What follows belongs to an exercise in optimizing a design on an open flow for small area; a production flow would make more cautious choices.
Function was checked by simulation only, so behaviour that the tests miss may differ from the original.
The flow treats the clock pin as an ideal source. Dropping or thinning the clock tree relies on that and would not hold on a real chip.
Power is estimated from default activity; no workload was simulated.

run 1:
==> flow/design.v <==
module readinput(
    input clk, rst,
    input [15:0] SW,
    output reg [3:0] car_nb,
    output wire [15:0] sel,
    output reg enter, exit
    );
    reg [15:0] presentn;   
    wire [15:0] present = ~presentn;
    reg diffr, diff2;
    reg [3:0] code;
    wire [15:0] d = SW ^ present;
    wire [3:0] hi = {|(d & 16'hff00), |(d & 16'hf0f0), |(d & 16'hcccc), |(d & 16'haaaa)};
    wire [3:0] lo = {|(d & 16'h00ff), |(d & 16'h0f0f), |(d & 16'h3333), |(d & 16'h5555)};
    wire multi = |(hi & lo);
    assign sel = 16'd1 << car_nb;
    wire b = |(sel & present);
    always @(posedge clk) begin
        code <= multi ? 4'd0 : hi;
        if (diffr) car_nb <= code;
        if (!rst) begin
            presentn <= 16'hffff;
            diffr <= 1'b0;
            diff2 <= 1'b0;
            enter <= 1'b0;
            exit <= 1'b0;
        end else begin
            presentn <= ~SW;
            diffr <= hi[0] | lo[0];
            diff2 <= diffr;
            enter <= diff2 & b;
            exit <= diff2 & ~b;
        end
    end
endmodule
module parking_controller(
    input clk, rst, enter, we, v, leave, pw_correct, pwdone,
    input [15:0] sel,
    output wire full,
    output reg [15:0] LED,
    output reg [1:0] segstate
    );
    assign full = &LED;
    integer i;
    always @(posedge clk)
        for (i = 0; i < 16; i = i + 1)
            if (~rst | (we & sel[i])) LED[i] <= v & rst;
    always @(posedge clk) begin
        if (!rst) begin
            segstate <= 2'b01;
        end else begin
            if (full & ~leave) segstate <= 2'b00;
            else if (enter | leave) segstate <= 2'b01;
            else if (pwdone) segstate <= pw_correct ? 2'b10 : 2'b11;
        end
    end
endmodule
module pwread(
    input BTNL, BTNR, BTNU, BTND, BTNC,
    output wire pw_entered,
    output wire [2:0] TriLED2
    );
    assign pw_entered = BTNL | BTNR | BTNU | BTND | BTNC;
    assign TriLED2 = {2'b00, pw_entered};
endmodule
module pwcheck(
    input clk, rst, exit, enter, full,
    input BTNL, BTNR, BTNU, BTND, BTNC,
    output wire we, v, leave, pwstart, pwdone, pw_correct
    );
    reg x, err, h;
    reg [1:0] k;
    wire e = BTNL | BTNR | BTNU | BTND | BTNC;
    wire nl = ~BTNL, nr = nl & ~BTNR, nu = nr & ~BTNU;
    reg match;
    always @(*) begin
        case (k)
            2'd0: match = BTNL;
            2'd1: match = nl & BTNR;
            2'd2: match = nr & BTNU;
            default: match = nu & ~BTND & BTNC;
        endcase
    end
    wire last = h & (k == 2'd3);
    wire idle = err & ~h & (k == 2'd0);
    assign we = x & ~err;
    assign v = h;
    assign leave = x & ~err & ~h;
    assign pwstart = rst & ~x;
    assign pwdone = pwstart & last;
    assign pw_correct = pwdone & ~err;
    always @(posedge clk) begin
        if (!rst) begin
            x <= 1'b1; err <= 1'b1; h <= 1'b0; k <= 2'd0;
        end else if (x) begin
            x <= ~(err & ~exit & enter & ~full);
            err <= ~(err & exit);
            h <= 1'b0;
            k <= 2'd0;
        end else if (last) begin
            x <= 1'b1;
            h <= ~err;
            k <= 2'd0;
        end else begin
            h <= e & (h | ~idle);
            if (h & ~e) k <= k + 2'd1;
            if (idle) err <= ~e;
            else if (~h) err <= err | (e & ~match);
        end
    end
endmodule
module sevensegment(
    input clk, rst,
    input [1:0] segstate,
    output wire [7:0] digit,
    output reg [6:0] seg
    );
    localparam [13:0] SEEDQ = 14'd13582, TERMQ = 14'd1045, TMASK = 14'b10101010111111;
    reg [13:0] q;
    reg t;
    reg [2:0] idx;
    wire tc = ((q ^ TERMQ) & TMASK) == 14'd0;
    always @(posedge clk) begin
        if (!rst | tc) q <= SEEDQ;
        else q <= {~q[12:0], q[13] ^ q[12]};
        if (!rst) {idx, t} <= 4'b0001;
        else if (tc) {idx, t} <= {idx, t} + 4'd1;
    end
    assign digit = ~(8'd1 << idx);
    always @(*) begin
        case ({segstate, idx})
            5'b00_000: seg = 7'b1110001;
            5'b00_001: seg = 7'b1110001;
            5'b00_010: seg = 7'b1000001;
            5'b00_011: seg = 7'b0111000;
            5'b10_000: seg = 7'b1111010;
            5'b10_001: seg = 7'b0110000;
            5'b10_010: seg = 7'b1110000;
            5'b10_011: seg = 7'b1101010;
            5'b10_100: seg = 7'b0110000;
            5'b11_000: seg = 7'b1111010;
            5'b11_001: seg = 7'b1100010;
            5'b11_010: seg = 7'b1111010;
            5'b11_011: seg = 7'b1111010;
            5'b11_100: seg = 7'b0110000;
            default: seg = 7'b1111111;
        endcase
    end
endmodule
module top(
    clk, rst, BTNL, BTNR, BTNU, BTND, BTNC, SW,
    LED, TriLED1, TriLED2, seg, digit
    );
    input clk;
    input rst;
    input BTNL, BTNR, BTNU, BTND, BTNC;
    input [15:0] SW;
    output [15:0] LED;
    output [6:0] seg;
    output [7:0] digit;
    output [2:0] TriLED1, TriLED2;
    wire enter, exit, full, pw_correct, pwdone, pw_entered, pwstart, we, v, leave;
    wire [3:0] car_nb;
    wire [15:0] sel;
    wire [1:0] segstate;
    assign TriLED1 = {1'b0, pwstart, 1'b0};
    readinput RI(.clk(clk), .rst(rst), .SW(SW), .car_nb(car_nb), .sel(sel), .enter(enter), .exit(exit));
    pwcheck PWC(.clk(clk), .rst(rst), .exit(exit), .enter(enter), .full(full),
        .BTNL(BTNL), .BTNR(BTNR), .BTNU(BTNU), .BTND(BTND), .BTNC(BTNC),
        .we(we), .v(v), .leave(leave), .pwstart(pwstart), .pwdone(pwdone), .pw_correct(pw_correct));
    parking_controller PC(.clk(clk), .rst(rst), .enter(enter), .we(we), .v(v), .leave(leave),
        .pw_correct(pw_correct), .pwdone(pwdone), .sel(sel), .full(full), .LED(LED), .segstate(segstate));
    pwread PWR(.BTNL(BTNL), .BTNR(BTNR), .BTNU(BTNU), .BTND(BTND), .BTNC(BTNC),
        .pw_entered(pw_entered), .TriLED2(TriLED2));
    sevensegment SS(.clk(clk), .rst(rst), .segstate(segstate), .digit(digit), .seg(seg));
endmodule
export LEC_CHECK = 0
export CAP_MARGIN = 20
export CORE_MARGIN = 2
export CORE_UTILIZATION = 65
export PLACE_DENSITY = 0.75
export SLEW_MARGIN = 20
create_clock -name core_clock -period 10.0 [get_ports {clk}]
standard.sh (not shown) runs the stock make flow with config.mk's settings and CLKGATE_MAP_FILE= SYNTH_SCRIPT=/design/flow/synth_recipe.tcl, a recipe that flattens the netlist after the stock synthesis.
==> flow/flow/run.sh <==
#!/bin/bash
# The standard layout (standard.sh) with:
#  - synthesis: the standard script, but the logic is mapped by the smallest
#    of several area-oriented ABC scripts (synth.tcl), and no half-adder cells
#  - port buffers: buf_1 instead of the default
#  - one tie cell drives all the constant outputs
#  - clock: the clock port drives a few clock buffers, each driving a group
#    of registers (cts.tcl)
set -euo pipefail
F=$PWD/flow
export ABC_SCRIPTS="$(ls $F/abc_*.script | tr '\n' ' ')"
export CLOCK_BUF_CELL=${CLOCK_BUF_CELL:-sky130_fd_sc_hd__clkbuf_8}
export CLOCK_GROUPS=${CLOCK_GROUPS:-4}
export CLOCK_ROOT_CELL=${CLOCK_ROOT_CELL:-}
bash standard.sh \
  "SYNTH_SCRIPT=$F/synth.tcl" \
  "ADDER_MAP_FILE=" \
  "BUFFER_PORTS_ARGS=-buffer_cell sky130_fd_sc_hd__buf_1" \
  "PRE_CTS_TCL=$F/cts.tcl" \
  "SKIP_REPAIR_TIE_FANOUT=1" \
  finish > standard.log 2>&1
==> flow/flow/abc_d1.script <==
&get -n
&st
&syn2
&dch -f
&nf -R 1000 -p -a
&put
strash
dch -f
amap
topo
dnsize -c
==> flow/flow/abc_d2.script <==
&get -n
&st
&syn2
&dch
&nf -R 1000 -p -a
&put
strash
dch
amap -m
topo
dnsize -c
==> flow/flow/abc_d3.script <==
&get -n
&st
&syn3
&dch
&nf -R 1000 -p -a
&put
strash
dch
amap
topo
dnsize -c
==> flow/flow/abc_d4.script <==
&get -n
&st
&synch2
&dch
&nf -R 1000 -p -a
&put
strash
dch
amap
topo
dnsize -c
==> flow/flow/abc_d5.script <==
strash
dc2
dch
amap
topo
dnsize -c
==> flow/flow/abc_d6.script <==
strash
&get -n
&fraig -x
&put
scorr
dc2
strash
&get -n
&dch -f
&nf -R 1000 -p -a
&put
strash
dch
amap
topo
dnsize -c
==> flow/flow/abc_d7.script <==
&get -n
&st
&syn2
&dch
&nf -R 1000 -p
&put
amap
topo
dnsize -c
==> flow/flow/abc_d8.script <==
strash
dch
amap
strash
dch
amap
topo
dnsize -c
==> flow/flow/abc_d9.script <==
&get -n
&st
&dc2
&dch
&nf -R 1000 -p -a
&put
amap
topo
dnsize -c
==> flow/flow/abc_e1.script <==
strash
ifraig
dc2
dch -f
amap
topo
dnsize -c
==> flow/flow/abc_e2.script <==
strash
drw
drf
dch
amap
topo
dnsize -c
==> flow/flow/abc_e3.script <==
&get -n
&st
&syn2
&dch
&nf -R 1000 -p -a -C 32 -F 8 -A 8
&put
amap
topo
dnsize -c
==> flow/flow/cts.tcl <==
rename clock_tree_synthesis _ctsorig_clock_tree_synthesis
proc clock_tree_synthesis {args} {
  set block [ord::get_db_block]
  set dbu [$block getDefUnits]
  set regs {}
  foreach inst [$block getInsts] {
    if { [[$inst getMaster] isSequential] } {
      set bb [$inst getBBox]
      lappend regs [list [expr {([$bb xMin] + [$bb xMax]) / 2}] \
                         [expr {([$bb yMin] + [$bb yMax]) / 2}] [$inst getName]]
    }
  }
  set groups [list [lsort -integer -index 0 $regs]]
  # split the largest group in two, along its wider side, until there are enough
  while { [llength $groups] < $::env(CLOCK_GROUPS) } {
    set groups [lsort -command {apply {{a b} {expr {[llength $b] - [llength $a]}}}} $groups]
    set g [lindex $groups 0]
    set xs [lsort -integer [lmap r $g {lindex $r 0}]]
    set ys [lsort -integer [lmap r $g {lindex $r 1}]]
    set idx [expr {([lindex $xs end] - [lindex $xs 0]) >= ([lindex $ys end] - [lindex $ys 0]) ? 0 : 1}]
    set g [lsort -integer -index $idx $g]
    set h [expr {[llength $g] / 2}]
    set groups [lreplace $groups 0 0 [lrange $g 0 [expr {$h - 1}]] [lrange $g $h end]]
  }
  set i 0
  foreach g $groups {
    set sx 0; set sy 0; set pins {}
    foreach r $g {
      set sx [expr {$sx + [lindex $r 0]}]
      set sy [expr {$sy + [lindex $r 1]}]
      lappend pins [get_pins [lindex $r 2]/CLK]
    }
    set x [expr {double($sx) / [llength $g] / $dbu}]
    set y [expr {double($sy) / [llength $g] / $dbu}]
    puts "clock buffer $i at $x $y for [llength $g] registers"
    insert_buffer -buffer_cell $::env(CLOCK_BUF_CELL) -net clk -load_pins $pins \
      -location [list $x $y] -buffer_name clkbuf_$i -net_name clknet_$i
    incr i
  }
  if { [info exists ::env(CLOCK_ROOT_CELL)] && $::env(CLOCK_ROOT_CELL) ne "" } {
    # one root buffer, at the centre of the group buffers, drives them
    set sx 0; set sy 0; set pins {}
    foreach it [[$block findNet clk] getITerms] {
      set bb [[$it getInst] getBBox]
      set sx [expr {$sx + ([$bb xMin] + [$bb xMax]) / 2}]
      set sy [expr {$sy + ([$bb yMin] + [$bb yMax]) / 2}]
      lappend pins [get_pins [[$it getInst] getName]/[[$it getMTerm] getName]]
    }
    set x [expr {double($sx) / [llength $pins] / $dbu}]
    set y [expr {double($sy) / [llength $pins] / $dbu}]
    puts "clock root buffer at $x $y"
    insert_buffer -buffer_cell $::env(CLOCK_ROOT_CELL) -net clk -load_pins $pins \
      -location [list $x $y] -buffer_name clkbuf_root -net_name clknet_root
  }
  set_propagated_clock [all_clocks]
}
Other scripts of this flow, unchanged in this note and not shown: flow/flow/abc_a3.script, flow/flow/abc_b7.script, flow/flow/abc_b8.script, flow/flow/abc_c2.script, flow/flow/abc_c3.script, flow/flow/abc_c5.script, flow/flow/abc_c6.script, flow/flow/abc_c8.script, flow/flow/synth.tcl
Input-level comparison between run 2 and run 1:
- clearing PLACE_DENSITY, which used to be 0.75
- swapping 65 for 40 in CORE_UTILIZATION
==> flow/flow/abc_ja_100_0.script (new file) <==
&get -n
&st
&deepsyn -J 100 -S 0
&put
strash
dch
amap
topo
dnsize -c
==> flow/flow/abc_ja_20_0.script (new file) <==
&get -n
&st
&deepsyn -J 20 -S 0
&put
strash
dch
amap
topo
dnsize -c
==> flow/flow/abc_jn_100_5.script (new file) <==
&get -n
&st
&deepsyn -J 100 -S 5
&dch
&nf -R 1000 -p -a
&put
amap
topo
dnsize -c
==> flow/flow/abc_jn_20_0.script (new file) <==
&get -n
&st
&deepsyn -J 20 -S 0
&dch
&nf -R 1000 -p -a
&put
amap
topo
dnsize -c
==> flow/flow/abc_jn_20_1.script (new file) <==
&get -n
&st
&deepsyn -J 20 -S 1
&dch
&nf -R 1000 -p -a
&put
amap
topo
dnsize -c
==> flow/flow/abc_jn_20_5.script (new file) <==
&get -n
&st
&deepsyn -J 20 -S 5
&dch
&nf -R 1000 -p -a
&put
amap
topo
dnsize -c
- Run 2 finished all stages; the layout is clean.
- Comparing run 2 with run 1, the part of the power in combinational logic came out essentially unchanged.
- Where pre-CTS setup slack is concerned, run 1 is outperformed by run 2.
- Comparing run 2 and run 1, share of the final layout cell area in multi-input gates is lower on run 2.
## Diff of input files: run 3 against run 2
--- a/flow/flow/run.sh
+++ b/flow/flow/run.sh
@@ -6 +5,0 @@
-#  - one tie cell drives all the constant outputs
@@ -14 +12,0 @@
-export CLOCK_ROOT_CELL=${CLOCK_ROOT_CELL:-}
@@ -20 +17,0 @@
-  "SKIP_REPAIR_TIE_FANOUT=1" \
--- a/flow/flow/cts.tcl
+++ b/flow/flow/cts.tcl
@@ -40,15 +39,0 @@
-  if { [info exists ::env(CLOCK_ROOT_CELL)] && $::env(CLOCK_ROOT_CELL) ne "" } {
-    # one root buffer, at the centre of the group buffers, drives them
-    set sx 0; set sy 0; set pins {}
-    foreach it [[$block findNet clk] getITerms] {
-      set bb [[$it getInst] getBBox]
-      set sx [expr {$sx + ([$bb xMin] + [$bb xMax]) / 2}]
-      set sy [expr {$sy + ([$bb yMin] + [$bb yMax]) / 2}]
-      lappend pins [get_pins [[$it getInst] getName]/[[$it getMTerm] getName]]
-    }
-    set x [expr {double($sx) / [llength $pins] / $dbu}]
-    set y [expr {double($sy) / [llength $pins] / $dbu}]
-    puts "clock root buffer at $x $y"
-    insert_buffer -buffer_cell $::env(CLOCK_ROOT_CELL) -net clk -load_pins $pins \
-      -location [list $x $y] -buffer_name clkbuf_root -net_name clknet_root
-  }
removed: flow/flow/abc_d1.script
removed: flow/flow/abc_d2.script
removed: flow/flow/abc_d3.script
removed: flow/flow/abc_d4.script
removed: flow/flow/abc_d5.script
removed: flow/flow/abc_d6.script
removed: flow/flow/abc_d7.script
removed: flow/flow/abc_d8.script
removed: flow/flow/abc_d9.script
removed: flow/flow/abc_e1.script
removed: flow/flow/abc_e2.script
removed: flow/flow/abc_e3.script
removed: flow/flow/abc_ja_100_0.script
removed: flow/flow/abc_ja_20_0.script
removed: flow/flow/abc_jn_100_5.script
removed: flow/flow/abc_jn_20_0.script
removed: flow/flow/abc_jn_20_1.script
removed: flow/flow/abc_jn_20_5.script
The flow did not stop early for run 3: all stages ran, and the layout cleared the timing, design-rule and antenna checks.
Compared with run 2, run 3 ends up with more cell area.
Share of cell area taken by flip-flops and latches in run 3 is 1.3 points lower than in run 2
Run 3 vs. run 2: worst slack on hold paths now smaller, area of the multi-input gates moved up, switching fraction of total power now smaller, unique cell type count in the Yosys netlist went down by about 7%, slack of the critical path now sits higher.
What run 4 does differently from run 3 at the input level:
--- a/flow/flow/run.sh
+++ b/flow/flow/run.sh
@@ -11 +11 @@
-export CLOCK_BUF_CELL=${CLOCK_BUF_CELL:-sky130_fd_sc_hd__clkbuf_8}
+export CLOCK_BUF_CELL=${CLOCK_BUF_CELL:-sky130_fd_sc_hd__clkbuf_4}
@@ -12,0 +13 @@
+export CLOCK_ROOT_CELL=${CLOCK_ROOT_CELL:-sky130_fd_sc_hd__clkbuf_4}
==> flow/flow/abc_d1.script (new file) <==
&get -n
&st
&syn2
&dch -f
&nf -R 1000 -p -a
&put
strash
dch -f
amap
topo
dnsize -c
==> flow/flow/abc_d2.script (new file) <==
&get -n
&st
&syn2
&dch
&nf -R 1000 -p -a
&put
strash
dch
amap -m
topo
dnsize -c
==> flow/flow/abc_d3.script (new file) <==
&get -n
&st
&syn3
&dch
&nf -R 1000 -p -a
&put
strash
dch
amap
topo
dnsize -c
==> flow/flow/abc_d4.script (new file) <==
&get -n
&st
&synch2
&dch
&nf -R 1000 -p -a
&put
strash
dch
amap
topo
dnsize -c
==> flow/flow/abc_d5.script (new file) <==
strash
dc2
dch
amap
topo
dnsize -c
==> flow/flow/abc_d6.script (new file) <==
strash
&get -n
&fraig -x
&put
scorr
dc2
strash
&get -n
&dch -f
&nf -R 1000 -p -a
&put
strash
dch
amap
topo
dnsize -c
==> flow/flow/abc_d7.script (new file) <==
&get -n
&st
&syn2
&dch
&nf -R 1000 -p
&put
amap
topo
dnsize -c
==> flow/flow/abc_d8.script (new file) <==
strash
dch
amap
strash
dch
amap
topo
dnsize -c
==> flow/flow/abc_d9.script (new file) <==
&get -n
&st
&dc2
&dch
&nf -R 1000 -p -a
&put
amap
topo
dnsize -c
==> flow/flow/abc_e1.script (new file) <==
strash
ifraig
dc2
dch -f
amap
topo
dnsize -c
==> flow/flow/abc_e2.script (new file) <==
strash
drw
drf
dch
amap
topo
dnsize -c
==> flow/flow/abc_e3.script (new file) <==
&get -n
&st
&syn2
&dch
&nf -R 1000 -p -a -C 32 -F 8 -A 8
&put
amap
topo
dnsize -c
--- a/flow/flow/cts.tcl
+++ b/flow/flow/cts.tcl
@@ -39,0 +40,15 @@
+  if { [info exists ::env(CLOCK_ROOT_CELL)] && $::env(CLOCK_ROOT_CELL) ne "" } {
+    # one root buffer, at the centre of the group buffers, drives them
+    set sx 0; set sy 0; set pins {}
+    for {set j 0} {$j < $i} {incr j} {
+      set bb [[[ord::get_db_block] findInst clkbuf_$j] getBBox]
+      set sx [expr {$sx + ([$bb xMin] + [$bb xMax]) / 2}]
+      set sy [expr {$sy + ([$bb yMin] + [$bb yMax]) / 2}]
+      lappend pins [get_pins clkbuf_$j/A]
+    }
+    set x [expr {double($sx) / $i / $dbu}]
+    set y [expr {double($sy) / $i / $dbu}]
+    puts "clock root buffer at $x $y"
+    insert_buffer -buffer_cell $::env(CLOCK_ROOT_CELL) -net clk -load_pins $pins \
+      -location [list $x $y] -buffer_name clkbuf_root -net_name clknet_root
+  }
[summary]
- Max mean post-synth cell area across run 3 and run 4: run 4
- Global placement routability congestion ends up higher on run 4.
- Summary of run 4 over run 3: share of flip-flops with an asynchronous set or reset after synthesis held; post-place setup slack went down 0.10 ns; synthesized cell count went down 10; placed wire-length estimate held.
- Between run 4 and run 3, the initial standard-cell utilization of the core figures differ only marginally.
- Placed instance area went down slightly going from run 3 to run 4.
- Comparing run 3 and run 4, the higher mapped cell area was measured on run 3.
- Run 4 is listed as incomplete: the tool reported an error in 4_1_cts and the run ended there.
- Share of the yosys chip area belonging to registers: run 3 and run 4 compared, higher one is run 4
- The die width of run 3 and that of run 4 are within noise of each other.
The clock cells of run 1, run 2 and run 3 come from the design's own scripts or RTL, not from TritonCTS.

[separate check: timing with driven ports]
How much do the figures lean on ideal ports? The routed layouts below were timed once more, with nothing changed but the port constraints.
Step 1 assumes that a clkbuf_16 drives the clock port and a buf_2 every other input.
Step 2, shift: input delay + t, output delay - t, t = (earliest + latest rising clock arrival at the registers) / 2. This alone moves slack from input paths to output paths.
Slacks: ideal ports / drivers / drivers and shift; pairs: ideal ports / drivers.
| run | t (ns) | slack for setup (ns) | worst setup path at the end | worst register clock-pin slew, ns | pins driven straight from the clock port |
|---|---|---|---|---|---|
| run 1 | 0.211 | 4.735 / 4.713 / 4.713 | input to output | 0.10 / 0.10 | 4 |
| run 2 | 0.220 | 4.798 / 4.777 / 4.777 | input to output | 0.11 / 0.11 | 4 |
| run 3 | 0.209 | 4.841 / 4.819 / 4.819 | input to output | 0.10 / 0.10 | 4 |
After both steps every run listed still meets setup and hold.
